From an optimization exercise on the open Yosys and OpenROAD flow, aimed at small area; shortcuts taken in it are not production practice.
In this exercise RTL edits were held to simulation tests only and were not proved equivalent to the original.
Power figures rest on the tool's default switching activity, not on a simulated workload.

== run C ==
==> flow/design.v <==
module badapple_top(
    input clk,
    input rst,              
    output sck,             
    output reg miso,        
    output reg reset_oled,  
    output dc,              
    output reg sck_reg,     
    input rxd,              
    output st_init,
    output st_clear,
    output st_wait,
    output st_write,
    input  [15:0] sram_data_in,
    output reg [15:0] sram_data_out,
    output        sram_data_oe,
    output reg [18:0] sram_addr,
    output        sram_oe_r,
    output reg    sram_ce_r,
    output        sram_we_r,
    output        sram_ub_r,
    output        sram_lb_r,
    input keepgoing,
    output reg showdelay,
    input addr_reset
    );
    reg [5:0] p;
    wire p_end    = (p == 6'd50);
    wire sck_rise = p_end & ~sck_reg;
    wire sck_fall = p_end & sck_reg;
    wire pre_rise = (p == 6'd49) & ~sck_reg;    
    wire c50      = p[0] ^ sck_reg;             
    always @(posedge clk)
        if (rst) begin
            p <= 0;
            sck_reg <= 0;
        end else begin
            p <= p_end ? 6'd0 : p + 6'd1;
            if (p_end) sck_reg <= ~sck_reg;
        end
    localparam [9:0] UD_RESET = 10'h281, UD_END = 10'h166;
    reg [9:0] ud;
    wire uart_en = (ud == UD_END);
    always @(posedge clk)
        if (rst) ud <= UD_RESET;
        else if (uart_en) ud <= 10'd0;
        else ud <= {ud[8:0], ~(ud[9] ^ ud[6])};
    localparam [3:0] S_INIT  = 4'b1000,
                     S_CLEAR = 4'b1100,
                     S_LOAD  = 4'b0100,
                     S_WAIT  = 4'b0010,
                     S_WRITE = 4'b0001,
                     S_DELAY = 4'b1011;
    reg [3:0] st;
    assign {st_init, st_clear, st_wait, st_write} = st;
    wire is_init  = st[3] & ~st[2] & ~st[1];
    wire is_clear = st[3] & st[2];
    wire is_load  = ~st[3] & st[2];
    wire is_write = ~st[3] & st[0];
    wire is_play  = ~st[2] & (st[1] | st[0]);    
    reg [2:0]  e;       
    reg [9:0]  pos;     
    reg [2:0]  u;       
    reg [7:0]  cnt_lo;
    reg [11:0] cnt_hi;
    reg [7:0]  hb;      
    reg [7:0]  sr;      
    reg [3:0]  ss;      
    reg [3:0]  us;      
    reg [7:0]  rd;      
    reg        rmode;   
    reg        rp_d;
    reg [16:0] z;
    wire send_done = (ss == 4'd0);
    wire spi_data_ph = ss[3];
    wire cnt_ge = |cnt_hi;                          
    localparam [7:0] CLO_38 = 8'h4d, CLO_98 = 8'ha2, CLO_255 = 8'h80;
    wire [7:0]  cnt_lo_inc = {cnt_lo[6:0], cnt_lo[7] ^ cnt_lo[5] ^ cnt_lo[4] ^ cnt_lo[3] ^ (cnt_lo[6:0] == 7'd0)};
    wire [11:0] cnt_hi_inc = {cnt_hi[10:0], cnt_hi[11] ^ cnt_hi[10] ^ cnt_hi[9] ^ cnt_hi[3] ^ (cnt_hi[10:0] == 11'd0)};
    wire cnt_carry = (cnt_lo == CLO_255);
    wire k_0   = ~cnt_hi[0] & (cnt_lo == 8'd0);
    wire k_98  = ~cnt_hi[0] & (cnt_lo == CLO_98);
    wire k_294 = cnt_hi[0] & (cnt_lo == CLO_38);
    wire init_done = (pos[3:0] == 4'd11);
    wire eng_done = (e == 3'd6);
    always @(posedge clk)
        if (rst) reset_oled <= 0;
        else if (is_init & ~sck_reg) begin
            if (k_0 && p == 6'd10) reset_oled <= 1;
            else if (k_98 && p == 6'd4) reset_oled <= 0;
            else if (k_294 && p == 6'd12) reset_oled <= 1;
        end
    always @(posedge clk)
        if (rst) st <= S_INIT;
        else if (sck_rise)
            case (st)
                S_INIT:  if (init_done) st <= S_CLEAR;
                S_CLEAR: if (eng_done) st <= S_LOAD;
                S_LOAD:  if (u == 3'd6) st <= S_WRITE;
                S_WAIT:  st <= showdelay ? S_DELAY : S_WRITE;
                S_WRITE: if (eng_done) st <= S_WAIT;
                S_DELAY: if (!showdelay) st <= S_WRITE;
                default: st <= S_INIT;
            endcase
    wire load_end = sck_rise & is_load & (u == 3'd6);
    wire last_col = (pos == 10'h3ff);
    always @(posedge clk)
        if (rst) e <= 0;
        else if (sck_rise)
            case (e)
                3'd0: if (is_clear | is_write) e <= 3'd1;
                3'd1, 3'd2, 3'd3, 3'd4: if (send_done) e <= e + 3'd1;
                3'd5: e <= (is_clear & ~last_col) ? 3'd1 : 3'd6;
                default: e <= 3'd0;
            endcase
    wire rd_go = sck_rise & is_write & eng_done;
    wire byte_taken = rd_go & (u == 3'd0 | u == 3'd2);
    wire pos_inc = (sck_rise & is_init & send_done & ~init_done) |
                   (sck_rise & is_clear & e == 3'd5) | (byte_taken & ~showdelay);
    wire pos_clr = ~reset_oled | (sck_rise & is_clear & e == 3'd0) | (byte_taken & showdelay);
    always @(posedge clk)
        pos <= pos_clr ? 10'd0 : pos + {9'd0, pos_inc};
    wire [7:0] init_byte;
    wire [15:0] ib7 = 16'b0000111111101111;
    wire [15:0] ib6 = 16'b1111000111000010;
    wire [15:0] ib5 = 16'b1111111100000001;
    wire [15:0] ib4 = 16'b1001000110010010;
    wire [15:0] ib3 = 16'b1100110011001001;
    wire [15:0] ib2 = 16'b0101010001011011;
    wire [15:0] ib1 = 16'b1111110001000001;
    wire [15:0] ib0 = 16'b0101010111101010;
    assign init_byte = {ib7[pos[3:0]], ib6[pos[3:0]], ib5[pos[3:0]], ib4[pos[3:0]],
                        ib3[pos[3:0]], ib2[pos[3:0]], ib1[pos[3:0]], ib0[pos[3:0]]};
    wire spi_send = (is_init & reset_oled & ~init_done) |
                    (e != 3'd0 && e <= 3'd4);
    reg [7:0] spi_data;
    always @(*)
        case (e)
            3'd1: spi_data = {5'b10110, pos[9:7]};
            3'd2: spi_data = {5'b00010, pos[6:4]};
            3'd3: spi_data = {4'b0000, pos[3:0]};
            3'd4: spi_data = is_write ? hb : 8'h00;
            default: spi_data = init_byte;
        endcase
    always @(posedge clk)
        if (rst) ss <= 4'd6;
        else if (sck_rise) begin
            if (ss == 4'd6) begin
                if (spi_send) ss <= 4'd7;
            end else if (ss == 4'd0) ss <= 4'd6;
            else ss <= ss + 4'd1;
        end
    always @(posedge clk)
        if (rst) miso <= 0;
        else if (sck_fall & spi_data_ph) miso <= rd[7];
    always @(posedge clk)
        if (sck_fall) begin
            if (spi_data_ph) rd <= {rd[6:0], 1'b0};
            else if (spi_send) rd <= spi_data;
        end
    assign sck = spi_data_ph ? sck_reg : 1'b1;
    assign dc = (spi_data_ph | send_done) & (e == 3'd4);
    always @(posedge clk)
        if (rst) us <= 4'd7;
        else if (uart_en) begin
            if (us == 4'd7) begin
                if (!rxd) us <= 4'd8;
            end else if (us == 4'd0) begin
                if (rxd) us <= 4'd7;
            end else us <= us + 4'd1;
        end
    wire ack = (us == 4'd0);
    wire ack_rise = uart_en & (us == 4'd15);
    always @(posedge clk)
        if (rst) u <= 0;
        else if (load_end) u <= 0;
        else if (is_load) begin
            if (uart_en)
                case (u)
                    3'd0: if (ack) u <= 3'd1;
                    3'd1: u <= 3'd2;
                    3'd2: if (ack) u <= 3'd3;
                    3'd3: u <= 3'd4;
                    3'd4: u <= cnt_ge ? 3'd6 : 3'd5;
                    3'd5: u <= 3'd0;
                    default: u <= 3'd6;
                endcase
        end else if (sck_rise & is_play)
            case (u)
                3'd0: if (is_write & eng_done) u <= 3'd1;
                3'd1: u <= cnt_ge ? 3'd4 : 3'd2;
                3'd2: if (is_write & eng_done) u <= 3'd3;
                3'd3: u <= cnt_ge ? 3'd4 : 3'd0;
                default: u <= cnt_ge ? 3'd4 : 3'd0;
            endcase
    wire addr_inc = (is_load & uart_en & u == 3'd4 & ~cnt_ge) | (rd_go & u == 3'd0);
    wire addr_clr = rst | load_end | (rd_go & u == 3'd0 & addr_reset);
    always @(posedge clk)
        sram_addr <= addr_clr ? 19'd0 : sram_addr + {18'd0, addr_inc};
    wire write_done_rise = sck_rise & is_write & (e == 3'd5);
    wire cnt_step = is_init ? (sck_fall & ~k_294) :
                    is_load ? ack_rise : (write_done_rise & ~addr_reset);
    wire cnt_clr = rst | load_end | is_clear | (write_done_rise & addr_reset);
    always @(posedge clk)
        if (cnt_clr) begin
            cnt_lo <= 0;
            cnt_hi <= 0;
        end else if (cnt_step) begin
            cnt_lo <= cnt_lo_inc;
            if (cnt_carry) cnt_hi <= cnt_hi_inc;
        end
    always @(posedge clk)
        if (is_play) begin
            if (pre_rise & u == 3'd0) sr <= sram_data_in[7:0];
        end else if (uart_en & us[3]) sr <= {rxd, sr[7:1]};
    always @(posedge clk)
        if (is_play) begin
            if (pre_rise & u == 3'd0) hb <= sram_data_in[15:8];
            else if (pre_rise & u == 3'd2) hb <= sr;
        end else if (is_load & uart_en & u == 3'd1) hb <= sr;
    always @(posedge clk) sram_ce_r <= rst;
    always @(posedge clk)
        if (~c50) begin
            if (is_load) begin
                if (u == 3'd4) rmode <= 0;
            end else if (u == 3'd0) rmode <= 1;
        end
    assign sram_oe_r = sram_ce_r | ~rmode;
    assign sram_we_r = sram_ce_r | rmode;
    assign sram_ub_r = sram_ce_r;
    assign sram_lb_r = sram_ce_r;
    assign sram_data_oe = ~sram_we_r;
    always @(posedge clk)
        if (rst) sram_data_out <= 0;
        else if (c50 & is_load & u == 3'd4) sram_data_out <= {hb, sr};
    localparam [16:0] Z_END = 17'h00256;
    wire rp = is_load | (sram_addr[8:0] == 9'd0);
    wire delay_end = (z == Z_END) | (~showdelay & z[0]);
    always @(posedge clk)
        if (rst) begin
            showdelay <= 0;
            rp_d <= 0;
        end else begin
            rp_d <= rp;
            if (delay_end) showdelay <= 0;
            else if (rp & ~rp_d) showdelay <= 1;
        end
    always @(posedge clk)
        if (rst | ~(showdelay & keepgoing)) z <= 0;
        else z <= {z[15:0], ~(z[16] ^ z[13])};
endmodule
export LEC_CHECK = 0
export CAP_MARGIN = 20
export CORE_MARGIN = 2
export CORE_UTILIZATION = 40
export PLACE_DENSITY = 0.6
export SLEW_MARGIN = 20
create_clock -name core_clock -period 10.0 [get_ports {clk}]
standard.sh (not shown) runs the stock make flow with config.mk's settings and CLKGATE_MAP_FILE= SYNTH_SCRIPT=/design/flow/synth_recipe.tcl, a recipe that flattens the netlist after the stock synthesis.
==> flow/flow/run.sh <==
#!/bin/bash
# The standard layout (standard.sh: ORFS from synthesis to finish) with two
# changes passed through ORFS's own variables: port buffers are buf_1 cells,
# and clock tree synthesis uses clkbuf_8 cells and inserts no dummy loads.
set -euo pipefail
export BUFFER_PORTS_ARGS="-buffer_cell sky130_fd_sc_hd__buf_1"
export CTS_ARGS="-sink_clustering_enable -repair_clock_nets -dont_use_dummy_load -buf_list sky130_fd_sc_hd__clkbuf_8 -sink_clustering_size 30 -sink_clustering_max_diameter 100"
bash standard.sh > standard_flow.log 2>&1
Changes in run P relative to run C:
Settings: CTS_CLUSTER_SIZE: unset -> 30; CTS_CLUSTER_DIAMETER: unset -> 100; CTS_BUF_LIST: unset -> sky130_fd_sc_hd__clkbuf_8.
==> flow/run.sh (new file) <==
#!/bin/bash
# synth_recipe.tcl (not shown) runs the flow's synth.tcl, then flattens the netlist and writes it again
# the make line also repeats each setting of config.mk as NAME=value (left out here)
make -C /OpenROAD-flow-scripts/flow DESIGN_CONFIG=/design/flow/config.mk WORK_HOME=/design/flow/orfs CLKGATE_MAP_FILE= SYNTH_SCRIPT=/design/flow/synth_recipe.tcl finish
removed: flow/flow/run.sh
removed: flow/standard.sh
==> comparison <==
In the reports for run C and run P, the smaller wire length on met3 belongs to run C. Between run C and run P, utilization increased. Run P: average vias per placed instance 2.2% above run C. Re maximum clock path buffer count: no difference whatsoever between run P and run C. Register-to-register slack, run C and run P, lower one = run P. For total chip power, dividing the value from run P by the value from run C gives 1.2. Taking run C as the reference, in run P final design area excluding fillers now larger; number of non-clock buffers in the layout now smaller. Cmp run C and run P / final worst-path cycle share / higher: run P.

afterwards: timing with drivers on the ports:
The flow's constraints put no driver on any port. The routed layouts listed below were extracted and timed again, unchanged, in two steps.
Step 1 sets driving cells, clkbuf_16 on the clock port and buf_2 on the other inputs (assumed; they add their load-dependent delay and slew).
Step 2 times the ports against the registers' clock, not the clock port: input delays grow and output delays shrink by t, the midpoint of the rising clock arrivals with the driver on.
Three values: ideal ports, drivers, drivers and shift; two values: the first two.
run | t, ns | setup WS [ns] | cell pins on the clock port's net
run C | 0.470 | 6.026 / 5.993 / 6.203 | 1
run P | 0.481 | 5.561 / 5.521 / 5.996 | 1
After both steps every run listed still meets setup and hold.
